This design comes from an exercise in tuning for small area on the open sky130 flow, not from production work. Function was checked by simulation only, so behaviour that the tests miss may differ from the original. Power and IR drop assume default switching activity. No driver is modelled on the clock port, so clocking that relies on it looks cheaper here than on a real chip.

Setup of build 5:
## uart_core
module uart_core (
    input  wire        clk,
    input  wire        rst_n,
    input  wire [15:0] i_divisor,
    input  wire [1:0]  i_num_bit_data,
    input  wire        i_parity_en,
    input  wire        i_parity_type,
    input  wire [7:0]  i_cpu_txd,
    input  wire        i_tx_wr,
    output wire        o_tx_full,
    output wire [7:0]  o_cpu_rxd,
    input  wire        i_rx_rd,
    output wire        o_rx_empty,
    output wire        o_parity_err,
    output wire        o_pedev_txd,
    input  wire        i_pedev_rxd,
    input  wire        i_cts_n,
    output wire        o_rts_n
);
    wire       tx_tick, rx_tick;
    wire       tx_bit;
    wire [2:0] tx_bit_sel;
    wire       tx_fifo_empty;
    wire       tx_done_tick;
    wire [7:0] rx_data_out;
    wire       rx_done_tick;
    baud_gen u_baud_gen (
        .clk(clk), .rst_n(rst_n), .i_divisor(i_divisor),
        .rx_tick(rx_tick), .tx_tick(tx_tick)
    );
    fifo u_tx_fifo (
        .clk(clk), .rst_n(rst_n),
        .i_wr_en(i_tx_wr), .i_wr_data(i_cpu_txd),
        .i_rd_en(tx_done_tick), .o_rd_data(), .i_bit_sel(tx_bit_sel), .o_rd_bit(tx_bit),
        .o_full(o_tx_full), .o_almost_full(), .o_empty(tx_fifo_empty)
    );
    uart_tx u_uart_tx (
        .clk(clk), .rst_n(rst_n), .tx_tick(tx_tick),
        .i_num_bit_data(i_num_bit_data), .i_parity_en(i_parity_en),
        .i_parity_type(i_parity_type),
        .i_data_bit(tx_bit), .o_bit_sel(tx_bit_sel), .i_tx_start(!tx_fifo_empty), .o_tx_done(tx_done_tick),
        .i_cts_n(i_cts_n), .o_tx_serial(o_pedev_txd)
    );
    uart_rx u_uart_rx (
        .clk(clk), .rst_n(rst_n), .rx_tick(rx_tick),
        .i_num_bit_data(i_num_bit_data), .i_parity_en(i_parity_en),
        .i_parity_type(i_parity_type), .i_rx_serial(i_pedev_rxd),
  ...
Size in the first run: roughly 720 cells after synthesis, roughly 13,000 µm² of cells after synthesis.
==> flow/config.mk <==
export PLATFORM = sky130hd
export DESIGN_NAME = uart_core
export DESIGN_NICKNAME = uart_core
export VERILOG_FILES = /design/flow/design.v
export SDC_FILE = /design/flow/constraint.sdc
export NUM_CORES = 4
export LEC_CHECK = 0
export CAP_MARGIN = 20
export CORE_MARGIN = 2
export CORE_UTILIZATION = 65
export SLEW_MARGIN = 20
==> flow/constraint.sdc <==
create_clock -name core_clock -period 20.0 [get_ports {clk}]
set_input_delay 4.0000 -clock core_clock [delete_from_list [all_inputs] [get_ports {clk}]]
set_output_delay 4.0000 -clock core_clock [all_outputs]
set_load 0.01 [all_outputs]
standard.sh (not shown) runs the stock make flow with config.mk's settings and CLKGATE_MAP_FILE= SYNTH_SCRIPT=/design/flow/synth_recipe.tcl, a recipe that flattens the netlist after the stock synthesis.
==> flow/flow/run.sh <==
#!/bin/bash
# Standard layout with smaller port buffers and a clock tree without dummy loads.
set -euo pipefail
export BUFFER_PORTS_ARGS="-buffer_cell sky130_fd_sc_hd__buf_1"
export CTS_ARGS="-sink_clustering_enable -repair_clock_nets -dont_use_dummy_load -buf_list {sky130_fd_sc_hd__clkbuf_16} -sink_clustering_size 36 -sink_clustering_max_diameter 100"
bash standard.sh > standard.log 2>&1
For build 86, these inputs were changed with respect to build 5:
Settings: a change of CORE_UTILIZATION from 65 to 40.
==> flow/flow/run.sh <==
#!/bin/bash
# Standard layout with smaller port buffers and a clock tree without dummy loads.
set -euo pipefail
export BUFFER_PORTS_ARGS="-buffer_cell sky130_fd_sc_hd__buf_1"
export CTS_ARGS="-sink_clustering_enable -repair_clock_nets -dont_use_dummy_load -buf_list {sky130_fd_sc_hd__clkbuf_4 sky130_fd_sc_hd__clkbuf_8} -sink_clustering_size 20 -sink_clustering_max_diameter 80"
bash standard.sh > standard.log 2>&1
[summary]
Build 86: flow completed, timing, DRC and antenna clean
Compared with build 5, in build 86 global-route usage down 7.3 points, maximum frequency from static timing analysis up 0.79%, portion of the clock cycle consumed by the worst path in the final layout shows a reduction of 0.34 points, global routing usage on met1 lost 11 points, setup slack shows an increase of 0.067 ns.
Modified inputs, build 78 compared to build 86
Settings: CORE_UTILIZATION now 65, was 40.
==> flow/flow/run.sh <==
#!/bin/bash
# Standard layout with smaller port buffers and a clock tree without dummy loads.
set -euo pipefail
export BUFFER_PORTS_ARGS="-buffer_cell sky130_fd_sc_hd__buf_1"
export CTS_ARGS="-sink_clustering_enable -repair_clock_nets -dont_use_dummy_load -buf_list {sky130_fd_sc_hd__clkbuf_8} -sink_clustering_size 16 -sink_clustering_max_diameter 60"
bash standard.sh > standard.log 2>&1
### Flow results
Sort build 78 and build 86 by cell area power density desc -> top: build 78
Relative to build 86, the final weighted congestion of routability-driven global placement of build 78 is higher by 16%.
Height of the die (build 78 / build 86): 0.79
Against build 86 as the reference, build 78 delivers a higher fraction of area in multi-input gates.
The combinational power was comparable across build 78 and build 86.
[compare] base=build 86 new=build 78: final instance area fell 0.87%, final period demand of the worst path moved up, fraction of layout instances using a drive strength above 1 saw an increase.
Build 78 vs build 86: placed instance area down slightly
Met1 track demand over resource, build 78 and build 86: higher on build 78

==> re-timing with driven ports <==
The flow's constraints put no driver on any port. The routed layouts listed below were extracted and timed again, unchanged, in two steps.
Step 1, drivers: a clkbuf_16 drives clk and a buf_2 each remaining input, both assumed.
Step 2 adds t to the input delays and takes it off the output delays; t is the mean of the earliest and latest rising clock arrival at the registers after step 1. Input paths then give back, and output paths get back, about the clock's delay inside the block.
Slacks: no drivers / after step 1 / after step 2; pairs: no drivers / after step 1.
run | t (ns) | setup slack, ns | worst hold slack (ns) | latest minus earliest clock arrival (ns) | worst register clock-pin slew, ns
build 5 | 0.513 | 11.365 / 11.343 / 11.343 | 0.367 / 0.367 / 0.367 | 0.048 / 0.048 | 0.12 / 0.12
build 86 | 0.570 | 11.432 / 11.408 / 11.408 | 0.366 / 0.366 / 0.366 | 0.070 / 0.069 | 0.12 / 0.12
build 78 | 0.563 | 11.354 / 11.332 / 11.332 | 0.358 / 0.358 / 0.358 | 0.034 / 0.034 | 0.10 / 0.10
After both steps setup and hold are still met in every run listed. The setup slack of build 86, which loses most, moves by -0.024 ns with the drivers and by -0.024 ns with both steps.
